This design comes from an exercise in tuning for small area, a short achievable clock period and few clock cycles per item on the open sky130 flow, not from production work. RTL that was checked went through simulation tests only; none was proved equivalent to the original. Power and IR drop assume default switching activity.

==> run X <==
==> flow/design.v <==
package rv32i_types;
    typedef enum logic [2:0] {
        mult_op_mul    = 3'd0,
        mult_op_mulh   = 3'd1,
        mult_op_mulhsu = 3'd2,
        mult_op_mulhu  = 3'd3,
        mult_op_div    = 3'd4,
        mult_op_divu   = 3'd5,
        mult_op_rem    = 3'd6,
        mult_op_remu   = 3'd7
    } mult_ops;
endpackage
module mdu_thermo (
    input  logic [31:0] x,
    output logic [32:0] t
);
    always_comb begin
        t[32] = 1'b0;
        for (int i = 31; i >= 0; i--) t[i] = t[i+1] | x[i];
    end
endmodule
module mdu_thermo_len #(parameter int W = 33, parameter int LW = 6) (
    input  logic [W-1:0]  t,
    output logic [LW-1:0] len
);
    always_comb begin
        len = '0;
        for (int i = 0; i < W; i++) begin
            if (t[i] && (i == W - 1 || !t[(i == W - 1) ? i : i + 1])) len = len | LW'(i + 1);
        end
    end
endmodule
module mul_unit
(
    input  logic         clk,
    input  logic         rst,
    input  logic         in_valid,
    input  logic [2:0]   in_op,
    input  logic [31:0]  in_rs1,
    input  logic [31:0]  in_rs2,
    output logic         out_valid,
    output logic [31:0]  out_data
);
    localparam logic [1:0] S_IDLE  = 2'd0;
    localparam logic [1:0] S_SETUP = 2'd1;
    localparam logic [1:0] S_ITER  = 2'd2;
    localparam logic [1:0] S_OUT   = 2'd3;
    logic [1:0]  state;
    logic [31:0] H, L, M;
    logic [5:0]  kq;            
    logic [4:0]  cnt;           
    logic [8:0]  nb;            
    logic        is_div, minv, neg, sel_h;
    logic        op_div, signed_a, signed_b, sa, sb;
    assign op_div   = in_op[2];
    assign signed_a = (in_op == 3'd0) || (in_op == 3'd1) || (in_op == 3'd2) ||
                      (in_op == 3'd4) || (in_op == 3'd6);
    assign signed_b = (in_op == 3'd0) || (in_op == 3'd1) ||
                      (in_op == 3'd4) || (in_op == 3'd6);
    assign sa = signed_a & in_rs1[31];
    assign sb = signed_b & in_rs2[31];
    logic [31:0] va, vb;
    assign va = in_rs1 ^ {32{sa}};
    assign vb = in_rs2 ^ {32{sb}};
    logic [32:0] ta, tb, ta_over, tb_over, tm;
    mdu_thermo th_a (.x(va), .t(ta));
    mdu_thermo th_b (.x(vb), .t(tb));
    assign ta_over = sa ? {ta[31:0], 1'b1} : ta;
    assign tb_over = sb ? {tb[31:0], 1'b1} : tb;
    assign tm      = ta_over & tb_over;           
    logic        swap, div_short;
    assign swap      = |(tb_over & ~ta_over);     
    assign div_short = |(tb & ~ta_over);          
    logic [31:0] abs_a, abs_b;
    assign abs_a = va + 32'(sa);
    assign abs_b = vb + 32'(sb);
    logic [4:0]  tk8;
    logic [2:0]  k_mul;
    always_comb for (int j = 0; j <= 4; j++) tk8[j] = tm[8*j];
    mdu_thermo_len #(.W(5), .LW(3)) len_k (.t(tk8), .len(k_mul));
    logic [31:0] h_mul, m_mul;
    logic [8:0]  nb_mul;
    assign h_mul  = swap ? abs_a : abs_b;
    assign m_mul  = swap ? abs_b : abs_a;
    assign nb_mul = 9'({h_mul, 1'b0} >> {k_mul - 3'd1, 3'b000});
    logic [5:0]  la_over, lb;
    mdu_thermo_len #(.W(33), .LW(6)) len_a (.t(ta_over), .len(la_over));
    mdu_thermo_len #(.W(33), .LW(6)) len_b (.t(tb),      .len(lb));
    logic [6:0]  n_div;
    logic [4:0]  k_div;
    logic        in_dz;
    assign n_div = {1'b0, la_over} - {1'b0, lb} + 7'd1;
    assign k_div = (n_div >= 7'd32) ? 5'd16 : 5'((n_div[5:0] + 6'd1) >> 1);
    assign in_dz = (in_rs2 == 32'd0);
    localparam int W = 42;
    function automatic logic [W-1:0] booth_pp(input logic [2:0] t, input logic [31:0] m);
        logic        one, two, ng;
        logic [W-1:0] mag;
        one = t[1] ^ t[0];
        two = t[2] ? (~t[1] & ~t[0]) : (t[1] & t[0]);
        ng  = t[2];
        mag = one ? W'(m) : (two ? W'({m, 1'b0}) : '0);
        booth_pp = mag ^ {W{ng}};
    endfunction
    function automatic logic [2*W-1:0] csa(input logic [W-1:0] a, input logic [W-1:0] b,
                                          input logic [W-1:0] c);
        csa = {(a & b | a & c | b & c) << 1, a ^ b ^ c};
    endfunction
    logic [W-1:0]   p0, p1, p2, p3, ol;
    logic [2*W-1:0] ca, cb, cs;
    assign p3 = booth_pp(nb[8:6], M) << 6;
    assign p2 = booth_pp(nb[6:4], M) << 4;
    assign p1 = booth_pp(nb[4:2], M) << 2;
    assign p0 = booth_pp(nb[2:0], M);
    assign ol = {2'b00, L, 1'b0, nb[8], 1'b0, nb[6], 1'b0, nb[4], 1'b0, nb[2]};
    assign ca = csa(ol, p3, p2);
    assign cb = csa(ca[W-1:0], ca[2*W-1:W], p1);
    assign cs = csa(cb[W-1:0], cb[2*W-1:W], p0);
    logic [33:0] x1, x2, y, s1;
    logic        q1, q2;
    logic [31:0] l1, l2;
    assign x1 = {1'b0, L, nb[8]};
    assign y  = {2'b11, M};
    assign s1 = x1 + y + 34'(minv);
    assign q1 = ~s1[33];
    assign l1 = q1 ? s1[31:0] : x1[31:0];
    logic [W-1:0] sa2, sb2, s2;
    assign x2  = {1'b0, l1, nb[7]};
    assign sa2 = is_div ? W'(x2)                 : cs[W-1:0];
    assign sb2 = is_div ? {{(W-34){1'b1}}, y}    : cs[2*W-1:W];
    assign s2  = sa2 + sb2 + W'(is_div & minv);
    assign q2  = ~s2[W-1];
    assign l2  = q2 ? s2[31:0] : x2[31:0];
    logic [31:0] below, below_next, used, hc;
    always_comb begin
        for (int i = 0; i < 32; i++) begin
            below[i]      = (i < 32'(kq));
            below_next[i] = (i < 32'(kq)) && (i + (is_div ? 2 : 8) < 32'(kq));
        end
    end
    assign used = below & ~below_next;
    assign hc   = H & ~used;
    logic [23:0] ones, zeros, h_pm;
    always_comb begin
        ones[0]  = 1'b1;
        zeros[0] = 1'b1;
        for (int i = 1; i < 24; i++) begin
            ones[i]  = ones[i-1] & hc[i-1];
            zeros[i] = zeros[i-1] & ~hc[i-1];
        end
    end
    assign h_pm = hc[23:0] ^ (s2[41] ? zeros : (s2[40] ? ones : 24'd0));
    logic [31:0] h_next, l_next;
    assign h_next = is_div ? {hc[29:0], q1, q2} : {h_pm, s2[39:32]};
    assign l_next = is_div ? l2 : s2[31:0];
    logic [5:0]  pn;
    logic [8:0]  nb_next, nb_sel;
    assign pn      = kq - (is_div ? 6'd2 : 6'd8);     
    assign nb_sel  = 9'({H, 9'b0} >> pn);             
    assign nb_next = {nb_sel[8:1], nb_sel[0] & (cnt != 5'd2)};
    logic [31:0] shr;
    assign shr = (kq == 6'd32) ? 32'd0 : (H >> kq[4:0]);
    logic [31:0] v;
    logic        cin_out;
    assign v         = sel_h ? H : L;
    assign cin_out   = (sel_h && !is_div) ? (L == 32'd0) : 1'b1;
    assign out_data  = neg ? (~v + 32'(cin_out)) : v;
    assign out_valid = (state == S_OUT) && in_valid;
    always_ff @(posedge clk) begin
        if (rst || !in_valid) begin
            state <= S_IDLE;
        end else begin
            unique case (state)
                S_IDLE: begin
                    is_div <= op_div;
                    if (op_div) begin
                        kq    <= (in_dz || div_short) ? 6'd0 : {k_div, 1'b0};
                        cnt   <= k_div;
                        H     <= in_dz ? 32'hFFFFFFFF : (div_short ? 32'd0 : abs_a);
                        L     <= abs_a;
                        M     <= in_rs2 ^ {32{~sb}};
                        minv  <= ~sb;
                        neg   <= in_op[1] ? sa : (sa ^ sb) & ~in_dz;
                        sel_h <= ~in_op[1];
                        state <= (in_dz || div_short) ? S_OUT : S_SETUP;
                    end else begin
                        kq    <= {k_mul, 3'b000};
                        cnt   <= 5'(k_mul);
                        H     <= h_mul;
                        L     <= nb_mul[8] ? m_mul : 32'd0;
                        M     <= m_mul;
                        minv  <= 1'b0;
                        neg   <= sa ^ sb;
                        sel_h <= (in_op != 3'd0);
                        nb    <= nb_mul;
                        state <= (k_mul == 4'd0) ? S_OUT : S_ITER;
                    end
                end
                S_SETUP: begin
                    L     <= shr;
                    H     <= H & below;
                    nb    <= 9'({H, 9'b0} >> kq);
                    state <= S_ITER;
                end
                S_ITER: begin
                    H     <= h_next;
                    L     <= l_next;
                    cnt   <= cnt - 5'd1;
                    nb    <= nb_next;
                    if (cnt == 5'd1) state <= S_OUT;
                end
                S_OUT: begin
                    state <= S_IDLE;
                end
            endcase
        end
    end
endmodule
module mdu_top
(
    input  logic         clk,
    input  logic         rst,
    input  logic         in_valid,
    input  logic [2:0]   in_op,
    input  logic [31:0]  in_rs1,
    input  logic [31:0]  in_rs2,
    input  logic [31:0]  in_pc,
    input  logic [31:0]  in_inst,
    input  logic [4:0]   in_rd_addr,
    input  logic [4:0]   in_rs1_addr,
    input  logic [4:0]   in_rs2_addr,
    input  logic         in_regf_we,
    input  logic [4:0]   in_rob_idx,
    output logic         out_valid,
    output logic [31:0]  out_rd_data,
    output logic [31:0]  out_pc,
    output logic [31:0]  out_inst,
    output logic [4:0]   out_rd_addr,
    output logic [4:0]   out_rs1_addr,
    output logic [4:0]   out_rs2_addr,
    output logic         out_regf_we,
    output logic [4:0]   out_rob_idx
);
    mul_unit mul_inst (
        .clk      (clk),
        .rst      (rst),
        .in_valid (in_valid),
        .in_op    (in_op),
        .in_rs1   (in_rs1),
        .in_rs2   (in_rs2),
        .out_valid(out_valid),
        .out_data (out_rd_data)
    );
    assign out_pc       = in_pc;
    assign out_inst     = in_inst;
    assign out_rd_addr  = in_rd_addr;
    assign out_rs1_addr = in_rs1_addr;
    assign out_rs2_addr = in_rs2_addr;
    assign out_regf_we  = in_regf_we;
    assign out_rob_idx  = in_rob_idx;
endmodule
==> flow/run.sh <==
#!/bin/bash
# synth_recipe.tcl (not shown) runs the flow's synth.tcl, then flattens the netlist and writes it again
# the make line also repeats each setting of config.mk as NAME=value (left out here)
make -C /OpenROAD-flow-scripts/flow DESIGN_CONFIG=/design/flow/config.mk WORK_HOME=/design/flow/orfs CLKGATE_MAP_FILE= SYNTH_SCRIPT=/design/flow/synth_recipe.tcl finish
==> flow/config.mk <==
export PLATFORM = sky130hd
export DESIGN_NAME = mdu_top
export DESIGN_NICKNAME = mdu_top
export VERILOG_FILES = /design/flow/design.v
export SDC_FILE = /design/flow/constraint.sdc
export NUM_CORES = 4
export LEC_CHECK = 0
export ABC_AREA = 1
export CAP_MARGIN = 30
export CORE_MARGIN = 2
export CORE_UTILIZATION = 40
export SETUP_SLACK_MARGIN = 5
export SLEW_MARGIN = 30
==> flow/constraint.sdc <==
create_clock -name core_clock -period 13.0 [get_ports {clk}]
set_input_delay 2.6000 -clock core_clock [delete_from_list [all_inputs] [get_ports {clk}]]
set_output_delay 2.6000 -clock core_clock [all_outputs]
set_load 0.01 [all_outputs]
==> run B (differences from run X) <==
==> flow/design.v, changed modules only <==
module mul_unit
(
    input  logic         clk,
    input  logic         rst,
    input  logic         in_valid,
    input  logic [2:0]   in_op,
    input  logic [31:0]  in_rs1,
    input  logic [31:0]  in_rs2,
    output logic         out_valid,
    output logic [31:0]  out_data
);
    localparam logic [1:0] S_IDLE  = 2'd0;
    localparam logic [1:0] S_SETUP = 2'd1;
    localparam logic [1:0] S_ITER  = 2'd2;
    localparam logic [1:0] S_OUT   = 2'd3;
    logic [1:0]  state;
    logic [31:0] H, L, M;
    logic [5:0]  kq;            
    logic [4:0]  cnt;           
    logic [3:0]  nib;           
    logic        is_div, minv, neg, sel_h;
    logic        op_div, signed_a, signed_b, sa, sb;
    assign op_div   = in_op[2];
    assign signed_a = (in_op == 3'd0) || (in_op == 3'd1) || (in_op == 3'd2) ||
                      (in_op == 3'd4) || (in_op == 3'd6);
    assign signed_b = (in_op == 3'd0) || (in_op == 3'd1) ||
                      (in_op == 3'd4) || (in_op == 3'd6);
    assign sa = signed_a & in_rs1[31];
    assign sb = signed_b & in_rs2[31];
    logic [31:0] va, vb;
    assign va = in_rs1 ^ {32{sa}};
    assign vb = in_rs2 ^ {32{sb}};
    logic [32:0] ta, tb, ta_over, tb_over, tm;
    mdu_thermo th_a (.x(va), .t(ta));
    mdu_thermo th_b (.x(vb), .t(tb));
    assign ta_over = sa ? {ta[31:0], 1'b1} : ta;
    assign tb_over = sb ? {tb[31:0], 1'b1} : tb;
    assign tm      = ta_over & tb_over;           
    logic        swap, div_short;
    assign swap      = |(tb_over & ~ta_over);     
    assign div_short = |(tb & ~ta_over);          
    logic [31:0] abs_a, abs_b;
    assign abs_a = va + 32'(sa);
    assign abs_b = vb + 32'(sb);
    logic [8:0]  tk4;
    logic [3:0]  k_mul;
    always_comb for (int j = 0; j <= 8; j++) tk4[j] = tm[4*j];
    mdu_thermo_len #(.W(9), .LW(4)) len_k (.t(tk4), .len(k_mul));
    logic [31:0] h_mul;
    logic [3:0]  nib_mul;
    assign h_mul   = swap ? abs_a : abs_b;
    assign nib_mul = 4'(h_mul >> {k_mul - 4'd1, 2'b00});
    logic [5:0]  la_over, lb;
    mdu_thermo_len #(.W(33), .LW(6)) len_a (.t(ta_over), .len(la_over));
    mdu_thermo_len #(.W(33), .LW(6)) len_b (.t(tb),      .len(lb));
    logic [6:0]  n_div;
    logic [4:0]  k_div;
    logic        in_dz;
    assign n_div = {1'b0, la_over} - {1'b0, lb} + 7'd1;
    assign k_div = (n_div >= 7'd32) ? 5'd16 : 5'((n_div[5:0] + 6'd1) >> 1);
    assign in_dz = (in_rs2 == 32'd0);
    function automatic logic [73:0] csa(input logic [36:0] a, input logic [36:0] b,
                                        input logic [36:0] c);
        csa = {(a & b | a & c | b & c) << 1, a ^ b ^ c};
    endfunction
    logic [36:0] pp0, pp1, pp2, pp3, ol;
    logic [73:0] cs1, cs2, cs3;
    assign ol  = {1'b0, L, 4'b0000};
    assign pp3 = nib[3] ? {2'b00, M, 3'b000} : 37'd0;
    assign pp2 = nib[2] ? {3'b000, M, 2'b00} : 37'd0;
    assign pp1 = nib[1] ? {4'b0000, M, 1'b0} : 37'd0;
    assign pp0 = nib[0] ? {5'b00000, M}      : 37'd0;
    assign cs1 = csa(ol, pp3, pp2);
    assign cs2 = csa(cs1[36:0], cs1[73:37], pp1);
    assign cs3 = csa(cs2[36:0], cs2[73:37], pp0);
    logic [33:0] x1, x2, y, s1;
    logic        q1, q2;
    logic [31:0] l1, l2;
    assign x1 = {1'b0, L, nib[3]};
    assign y  = {2'b11, M};
    assign s1 = x1 + y + 34'(minv);
    assign q1 = ~s1[33];
    assign l1 = q1 ? s1[31:0] : x1[31:0];
    logic [36:0] sa2, sb2, s2;
    assign x2  = {1'b0, l1, nib[2]};
    assign sa2 = is_div ? {3'b000, x2} : cs3[36:0];
    assign sb2 = is_div ? {3'b111, y}  : cs3[73:37];
    assign s2  = sa2 + sb2 + 37'(is_div & minv);
    assign q2  = ~s2[36];
    assign l2  = q2 ? s2[31:0] : x2[31:0];
    logic [31:0] below, below_next, used, hc;
    always_comb begin
        for (int i = 0; i < 32; i++) begin
            below[i]      = (i < 32'(kq));
            below_next[i] = (i < 32'(kq)) && (i + (is_div ? 2 : 4) < 32'(kq));
        end
    end
    assign used = below & ~below_next;
    assign hc   = H & ~used;
    logic [27:0] ones, h_inc;
    always_comb begin
        ones[0] = 1'b1;
        for (int i = 1; i < 28; i++) ones[i] = ones[i-1] & hc[i-1];
    end
    assign h_inc = hc[27:0] ^ (ones & {28{s2[36]}});
    logic [31:0] h_next, l_next;
    assign h_next = is_div ? {hc[29:0], q1, q2} : {h_inc, s2[35:32]};
    assign l_next = is_div ? l2 : s2[31:0];
    logic [5:0]  pn;
    logic [3:0]  nib_next;
    assign pn       = kq - (is_div ? 6'd2 : 6'd4);    
    assign nib_next = 4'({H, 4'b0000} >> pn);         
    logic [31:0] shr;
    assign shr = (kq == 6'd32) ? 32'd0 : (H >> kq[4:0]);
    logic [31:0] v;
    logic        cin_out;
    assign v         = sel_h ? H : L;
    assign cin_out   = (sel_h && !is_div) ? (L == 32'd0) : 1'b1;
    assign out_data  = neg ? (~v + 32'(cin_out)) : v;
    assign out_valid = (state == S_OUT) && in_valid;
    always_ff @(posedge clk) begin
        if (rst || !in_valid) begin
            state <= S_IDLE;
        end else begin
            unique case (state)
                S_IDLE: begin
                    is_div <= op_div;
                    if (op_div) begin
                        kq    <= (in_dz || div_short) ? 6'd0 : {k_div, 1'b0};
                        cnt   <= k_div;
                        H     <= in_dz ? 32'hFFFFFFFF : (div_short ? 32'd0 : abs_a);
                        L     <= abs_a;
                        M     <= in_rs2 ^ {32{~sb}};
                        minv  <= ~sb;
                        neg   <= in_op[1] ? sa : (sa ^ sb) & ~in_dz;
                        sel_h <= ~in_op[1];
                        state <= (in_dz || div_short) ? S_OUT : S_SETUP;
                    end else begin
                        kq    <= {k_mul, 2'b00};
                        cnt   <= 5'(k_mul);
                        H     <= h_mul;
                        L     <= 32'd0;
                        M     <= swap ? abs_b : abs_a;
                        minv  <= 1'b0;
                        neg   <= sa ^ sb;
                        sel_h <= (in_op != 3'd0);
                        nib   <= nib_mul;
                        state <= (k_mul == 4'd0) ? S_OUT : S_ITER;
                    end
                end
                S_SETUP: begin
                    L     <= shr;
                    H     <= H & below;
                    nib   <= 4'({H, 4'b0000} >> kq);
                    state <= S_ITER;
                end
                S_ITER: begin
                    H     <= h_next;
                    L     <= l_next;
                    cnt   <= cnt - 5'd1;
                    nib   <= nib_next;
                    if (cnt == 5'd1) state <= S_OUT;
                end
                S_OUT: begin
                    state <= S_IDLE;
                end
            endcase
        end
    end
endmodule
==> run A (differences from run X) <==
==> flow/design.v, changed modules only <==
module mul_unit
(
    input  logic         clk,
    input  logic         rst,
    input  logic         in_valid,
    input  logic [2:0]   in_op,
    input  logic [31:0]  in_rs1,
    input  logic [31:0]  in_rs2,
    output logic         out_valid,
    output logic [31:0]  out_data
);
    localparam logic [1:0] S_IDLE  = 2'd0;
    localparam logic [1:0] S_SETUP = 2'd1;
    localparam logic [1:0] S_ITER  = 2'd2;
    localparam logic [1:0] S_OUT   = 2'd3;
    logic [1:0]  state;
    logic [31:0] H, L, M;
    logic [5:0]  kq;            
    logic [4:0]  cnt;           
    logic [4:0]  nb;            
    logic        is_div, minv, neg, sel_h;
    logic        op_div, signed_a, signed_b, sa, sb;
    assign op_div   = in_op[2];
    assign signed_a = (in_op == 3'd0) || (in_op == 3'd1) || (in_op == 3'd2) ||
                      (in_op == 3'd4) || (in_op == 3'd6);
    assign signed_b = (in_op == 3'd0) || (in_op == 3'd1) ||
                      (in_op == 3'd4) || (in_op == 3'd6);
    assign sa = signed_a & in_rs1[31];
    assign sb = signed_b & in_rs2[31];
    logic [31:0] va, vb;
    assign va = in_rs1 ^ {32{sa}};
    assign vb = in_rs2 ^ {32{sb}};
    logic [32:0] ta, tb, ta_over, tb_over, tm;
    mdu_thermo th_a (.x(va), .t(ta));
    mdu_thermo th_b (.x(vb), .t(tb));
    assign ta_over = sa ? {ta[31:0], 1'b1} : ta;
    assign tb_over = sb ? {tb[31:0], 1'b1} : tb;
    assign tm      = ta_over & tb_over;           
    logic        swap, div_short;
    assign swap      = |(tb_over & ~ta_over);     
    assign div_short = |(tb & ~ta_over);          
    logic [31:0] abs_a, abs_b;
    assign abs_a = va + 32'(sa);
    assign abs_b = vb + 32'(sb);
    logic [8:0]  tk4;
    logic [3:0]  k_mul;
    always_comb for (int j = 0; j <= 8; j++) tk4[j] = tm[4*j];
    mdu_thermo_len #(.W(9), .LW(4)) len_k (.t(tk4), .len(k_mul));
    logic [31:0] h_mul, m_mul;
    logic [4:0]  nb_mul;
    assign h_mul  = swap ? abs_a : abs_b;
    assign m_mul  = swap ? abs_b : abs_a;
    assign nb_mul = 5'({h_mul, 1'b0} >> {k_mul - 4'd1, 2'b00});
    logic [5:0]  la_over, lb;
    mdu_thermo_len #(.W(33), .LW(6)) len_a (.t(ta_over), .len(la_over));
    mdu_thermo_len #(.W(33), .LW(6)) len_b (.t(tb),      .len(lb));
    logic [6:0]  n_div;
    logic [4:0]  k_div;
    logic        in_dz;
    assign n_div = {1'b0, la_over} - {1'b0, lb} + 7'd1;
    assign k_div = (n_div >= 7'd32) ? 5'd16 : 5'((n_div[5:0] + 6'd1) >> 1);
    assign in_dz = (in_rs2 == 32'd0);
    function automatic logic [37:0] booth_pp(input logic [2:0] t, input logic [31:0] m);
        logic        one, two, ng;
        logic [35:0] mag;
        one = t[1] ^ t[0];
        two = t[2] ? (~t[1] & ~t[0]) : (t[1] & t[0]);
        ng  = t[2];
        mag = one ? {4'b0000, m} : (two ? {3'b000, m, 1'b0} : 36'd0);
        booth_pp = {{2{ng}}, mag ^ {36{ng}}};
    endfunction
    function automatic logic [75:0] csa(input logic [37:0] a, input logic [37:0] b,
                                        input logic [37:0] c);
        csa = {(a & b | a & c | b & c) << 1, a ^ b ^ c};
    endfunction
    logic [37:0] ph_raw, ph, pl, ol;
    logic [75:0] cs;
    assign ph_raw = booth_pp(nb[4:2], M);
    assign ph = {ph_raw[35:0], 2'b00};
    assign pl = booth_pp(nb[2:0], M);
    assign ol = {2'b00, L, 1'b0, nb[4], 1'b0, nb[2]};    
    assign cs = csa(ol, ph, pl);
    logic [33:0] x1, x2, y, s1;
    logic        q1, q2;
    logic [31:0] l1, l2;
    assign x1 = {1'b0, L, nb[4]};
    assign y  = {2'b11, M};
    assign s1 = x1 + y + 34'(minv);
    assign q1 = ~s1[33];
    assign l1 = q1 ? s1[31:0] : x1[31:0];
    logic [37:0] sa2, sb2, s2;
    assign x2  = {1'b0, l1, nb[3]};
    assign sa2 = is_div ? {4'b0000, x2} : cs[37:0];
    assign sb2 = is_div ? {4'b1111, y}  : cs[75:38];
    assign s2  = sa2 + sb2 + 38'(is_div & minv);
    assign q2  = ~s2[37];
    assign l2  = q2 ? s2[31:0] : x2[31:0];
    logic [31:0] below, below_next, used, hc;
    always_comb begin
        for (int i = 0; i < 32; i++) begin
            below[i]      = (i < 32'(kq));
            below_next[i] = (i < 32'(kq)) && (i + (is_div ? 2 : 4) < 32'(kq));
        end
    end
    assign used = below & ~below_next;
    assign hc   = H & ~used;
    logic [27:0] ones, zeros, h_pm;
    always_comb begin
        ones[0]  = 1'b1;
        zeros[0] = 1'b1;
        for (int i = 1; i < 28; i++) begin
            ones[i]  = ones[i-1] & hc[i-1];
            zeros[i] = zeros[i-1] & ~hc[i-1];
        end
    end
    assign h_pm = hc[27:0] ^ (s2[37] ? zeros : (s2[36] ? ones : 28'd0));
    logic [31:0] h_next, l_next;
    assign h_next = is_div ? {hc[29:0], q1, q2} : {h_pm, s2[35:32]};
    assign l_next = is_div ? l2 : s2[31:0];
    logic [5:0]  pn;
    logic [4:0]  nb_next;
    assign pn      = kq - (is_div ? 6'd2 : 6'd4);     
    logic [4:0]  nb_sel;
    assign nb_sel  = 5'({H, 5'b00000} >> pn);         
    assign nb_next = {nb_sel[4:1], nb_sel[0] & (cnt != 5'd2)};
    logic [31:0] shr;
    assign shr = (kq == 6'd32) ? 32'd0 : (H >> kq[4:0]);
    logic [31:0] v;
    logic        cin_out;
    assign v         = sel_h ? H : L;
    assign cin_out   = (sel_h && !is_div) ? (L == 32'd0) : 1'b1;
    assign out_data  = neg ? (~v + 32'(cin_out)) : v;
    assign out_valid = (state == S_OUT) && in_valid;
    always_ff @(posedge clk) begin
        if (rst || !in_valid) begin
            state <= S_IDLE;
        end else begin
            unique case (state)
                S_IDLE: begin
                    is_div <= op_div;
                    if (op_div) begin
                        kq    <= (in_dz || div_short) ? 6'd0 : {k_div, 1'b0};
                        cnt   <= k_div;
                        H     <= in_dz ? 32'hFFFFFFFF : (div_short ? 32'd0 : abs_a);
                        L     <= abs_a;
                        M     <= in_rs2 ^ {32{~sb}};
                        minv  <= ~sb;
                        neg   <= in_op[1] ? sa : (sa ^ sb) & ~in_dz;
                        sel_h <= ~in_op[1];
                        state <= (in_dz || div_short) ? S_OUT : S_SETUP;
                    end else begin
                        kq    <= {k_mul, 2'b00};
                        cnt   <= 5'(k_mul);
                        H     <= h_mul;
                        L     <= nb_mul[4] ? m_mul : 32'd0;
                        M     <= m_mul;
                        minv  <= 1'b0;
                        neg   <= sa ^ sb;
                        sel_h <= (in_op != 3'd0);
                        nb    <= nb_mul;
                        state <= (k_mul == 4'd0) ? S_OUT : S_ITER;
                    end
                end
                S_SETUP: begin
                    L     <= shr;
                    H     <= H & below;
                    nb    <= 5'({H, 5'b00000} >> kq);
                    state <= S_ITER;
                end
                S_ITER: begin
                    H     <= h_next;
                    L     <= l_next;
                    cnt   <= cnt - 5'd1;
                    nb    <= nb_next;
                    if (cnt == 5'd1) state <= S_OUT;
                end
                S_OUT: begin
                    state <= S_IDLE;
                end
            endcase
        end
    end
endmodule
==> notes.md <==
Run A completed without violations. Run B ran to the end with no violations. Run X ran to the end with no violations.
In register-to-register slack, run B and run A hardly differ.
Total power: run X > run A > run B.
Of run A and run X, run X has the higher clock power (gap about 2%, measured against run X).
The lowest global-route usage belongs to run B, the highest to run A.
Count of clock-buffer cells in the layout: run A is higher than run B (1).
Testbench counts of run B, summed over its fixed seeds: cycles 142,920, ops 24,000.
No functional check of the RTL was part of run X and run A.

-- static timing again, ports no longer ideal --
The results above use ideal ports. As a check the final layouts listed here were re-extracted and re-timed, cells and wires unchanged. Step 1: set_driving_cell puts a clkbuf_16 on clk and a buf_2 on each other input, an assumption about the parent block. Step 2 adds t to the input delays and takes it off the output delays; t is the mean of the earliest and latest rising clock arrival at the registers after step 1. Input paths then give back, and output paths get back, about the clock's delay inside the block. a / b / c = ideal ports / drivers / drivers and shift; a / b = the first two.
| run | shift t [ns] | setup slack, ns | worst setup path after step 2 |
|---|---|---|---|
| run X | 0.478 | 4.963 / 4.963 / 4.658 | input to register |
| run B | 0.526 | 5.161 / 5.177 / 4.650 | input to register |
| run A | 0.491 | 5.213 / 5.180 / 4.689 | input to register |
After both steps every run listed still meets setup and hold. For run A, which loses most, drivers alone change the setup slack by -0.033 ns; drivers and shift together by -0.524 ns.
